From an optimization exercise on the open Yosys and OpenROAD flow, aimed at small area and a short achievable clock period; shortcuts taken in it are not production practice. At most, simulation tests tie the RTL to the original design; equivalence was not proved.

before:
Design fpu_mul, start of the top module:
module fpu_mul( input         CLK,
                input         RESET,
                input         EN,
                input  [31:0] A,
                input  [31:0] B,
                output [31:0] Z );
Settings: LEC_CHECK=0, ABC_AREA=1, CAP_MARGIN=20, CORE_MARGIN=2, CORE_UTILIZATION=55, SETUP_SLACK_MARGIN=5, SLEW_MARGIN=20, SYNTH_HIERARCHICAL=1, TNS_END_PERCENT=10; clock period 10.0 ns.
standard.sh (not shown) runs the stock make flow with config.mk's settings and CLKGATE_MAP_FILE= SYNTH_SCRIPT=/design/flow/synth_recipe.tcl, a recipe that flattens the netlist after the stock synthesis.
==> flow/flow/run.sh <==
#!/bin/bash
# Layout flow: the standard flow (standard.sh, the ORFS make targets) with
#  - the port buffers that ORFS inserts on every input and output made with
#    sky130_fd_sc_hd__buf_1 (BUFFER_PORTS_ARGS) instead of the default choice.
# Synthesis, floorplan, placement, CTS and routing are otherwise unchanged.
# Each ORFS step writes its full log under orfs/logs/; make's own output goes
# to standard.log here.
set -euo pipefail
MARGIN=$(cat flow/margin.txt 2>/dev/null || echo 6)
BUF=$(cat flow/portbuf.txt 2>/dev/null || echo sky130_fd_sc_hd__buf_1)
sed -E "s/SETUP_SLACK_MARGIN=[0-9.+-]+/SETUP_SLACK_MARGIN=${MARGIN} 'BUFFER_PORTS_ARGS=-buffer_cell ${BUF}'/" standard.sh > standard_margin.sh
grep -q "SETUP_SLACK_MARGIN=${MARGIN} " standard_margin.sh
bash standard_margin.sh > standard.log 2>&1
==> flow/flow/margin.txt <==
6.3
Every stage of the flow completed for before, and the final layout passed the timing, design-rule and antenna checks.
The following lists how after was set up differently from before:
--- a/flow/design.v
+++ b/flow/design.v
@@ -980,50 +980,50 @@
 fa u_fa257 (.a(fc175), .b(fs215), .ci(fc214), .s(fs257), .co(fc257));
 fa u_fa258 (.a(fc177), .b(fs216), .ci(fc215), .s(fs258), .co(fc258));
 fa u_fa259 (.a(fs179), .b(fs217), .ci(fc216), .s(fs259), .co(fc259));
 fa u_fa260 (.a(fc179), .b(fs218), .ci(fc217), .s(fs260), .co(fc260));
 fa u_fa261 (.a(t11[23]), .b(fs219), .ci(fc218), .s(fs261), .co(fc261));
 fa u_fa262 (.a(hs29), .b(t11[24]), .ci(fc219), .s(fs262), .co(fc262));
 assign hs32 = ~hc29;
 assign hc32 = hc29;
 wire [47:0] rowA = {fc262, fc261, fc260, fc259, fc258, fc257, fc256, fc255, fc254, fc253, fc252, fc251, fc250, fc249, fc248, fc247, fc246, fc245, fc244, fc243, fc242, fc241, fc240, fc239, fc238, fc237, fc236, fc235, fc234, fc233, fc232, fc231, fc230, fc229, fc228, fc227, fc226, fc225, fc224, fc223, fc222, fc221, fc220, hc31, hc30, hs30, t0[1], neg[0]};
 wire [47:0] rowB = {hs32, fs262, fs261, fs260, fs259, fs258, fs257, fs256, fs255, fs254, fs253, fs252, fs251, fs250, fs249, fs248, fs247, fs246, fs245, fs244, fs243, fs242, fs241, fs240, fs239, fs238, fs237, fs236, fs235, fs234, fs233, fs232, fs231, fs230, fs229, fs228, fs227, fs226, fs225, fs224, fs223, fs222, fs221, fs220, hs31, t1[0], 1'b0, t0[0]};
-wire [14:0] lowsum = {1'b0, rowA[13:0]} + {1'b0, rowB[13:0]};
+wire [16:0] lowsum = {1'b0, rowA[15:0]} + {1'b0, rowB[15:0]};
 wire [22:0] za, zb;
 assign za[0] = 1'b1;
 assign zb[0] = 1'b1;
 generate for (gj = 1; gj < 23; gj = gj + 1) begin : tza
   assign za[gj] = za[gj-1] & ~ma[gj-1];
 end endgenerate
 generate for (gj = 0; gj < 11; gj = gj + 1) begin : tzb
   assign zb[2*gj+1] = zb[2*gj] & ~one[gj];
   assign zb[2*gj+2] = zb[2*gj] & ~one[gj] & ~two[gj];
 end endgenerate
 wire [22:0] zpair;
 generate for (gj = 0; gj < 23; gj = gj + 1) begin : zp
   assign zpair[gj] = za[gj] & zb[22-gj];
 end endgenerate
 wire sticky1 = ~(|zpair);
 reg        zero2, sign2, cl2, st2;
 reg  [8:0] es2;    
-reg [47:14] hA, hB;
+reg [47:16] hA, hB;
 always_ff @(posedge CLK) begin
   if (RESET) begin
     zero2 <= 1'b1; sign2 <= 1'b0;
   end else begin
     zero2 <= zero_r; sign2 <= sign_r;
   end
-  es2 <= esum_r; cl2 <= lowsum[14]; st2 <= sticky1;
-  hA <= rowA[47:14]; hB <= rowB[47:14];
+  es2 <= esum_r; cl2 <= lowsum[16]; st2 <= sticky1;
+  hA <= rowA[47:16]; hB <= rowB[47:16];
 end
 wire c22;    
-carry_pfx u_c22 (.a(hA[21:14]), .b(hB[21:14]), .ci(cl2), .co(c22));
+carry_pfx u_c22 (.a(hA[21:16]), .b(hB[21:16]), .ci(cl2), .co(c22));
 wire x22 = hA[22], y22 = hB[22];
 wire p22 = x22 ^ y22 ^ c22;
 wire c23 = (x22 & y22) | (c22 & (x22 ^ y22));
 wire [24:0] X = hA[47:23], Y = hB[47:23];
 wire [24:0] S = X ^ Y;
 wire [24:0] C = {X[23:0] & Y[23:0], 1'b0};
 wire p23 = S[0] ^ c23;
 wire up = p22 & (p23 | st2);
 wire m = (S[0] & c23) | (up & (S[0] ^ c23));
 wire [23:0] T0, T1;    
@@ -1305,22 +1305,22 @@
 assign G5[21] = G4[21] | (P4[21] & G4[15]);
 assign P5[21] = P4[21] & P4[15];
 assign G5[22] = G4[22] | (P4[22] & G4[15]);
 assign P5[22] = P4[22] & P4[15];
 assign G5[23] = G4[23] | (P4[23] & G4[15]);
 assign P5[23] = P4[23] & P4[15];
 assign s0 = p ^ {G5[22:0], 1'b0};
 assign s1 = p ^ {G5[22:0] | P5[22:0], 1'b1};
 endmodule
 module carry_pfx
-                 ( input  [7:0] a,
-                   input  [7:0] b,
+                 ( input  [5:0] a,
+                   input  [5:0] b,
                    input          ci,
                    output         co );
-wire [8:0] c;
+wire [6:0] c;
 assign c[0] = ci;
 genvar i;
-generate for (i = 0; i < 8; i = i + 1) begin : cc
+generate for (i = 0; i < 6; i = i + 1) begin : cc
   assign c[i+1] = (a[i] & b[i]) | ((a[i] | b[i]) & c[i]);
 end endgenerate
-assign co = c[8];
+assign co = c[6];
 endmodule
Findings:
after against before: via count level, total wirelength of the detailed-routed design moved up, logic depth of the worst register-to-register path moved up.
In the tables for before and after, count of clock-buffer cells in the layout reads higher with after.
after can be clocked faster than before.
Delta (after minus before): final worst-path cycle share lost 0.21 points, cell area after layout picked up an extra 200 um2, global-route usage picked up an extra 0.34 points.
The RTL of before was laid out without a check of its function.

re-timing with driven ports:
The results above use ideal ports. As a check the final layouts listed here were re-extracted and re-timed, cells and wires unchanged. Step 1: set_driving_cell puts a clkbuf_16 on CLK and a buf_2 on each other input, an assumption about the parent block. Step 2 times the ports against the registers' clock, not the clock port: input delays grow and output delays shrink by t, the midpoint of the rising clock arrivals with the driver on. Three values: no drivers, after step 1, after step 2; two values: the first two.
run | t, ns | slack for setup (ns) | slew at the worst register clock pin (ns)
before | 0.521 | 6.230 / 6.230 / 6.214 | 0.08 / 0.08
after | 0.512 | 6.251 / 6.251 / 6.251 | 0.09 / 0.09
After both steps setup and hold are still met in every run listed. The setup slack of before, which loses most, moves by 0.000 ns with the drivers and by -0.016 ns with both steps.
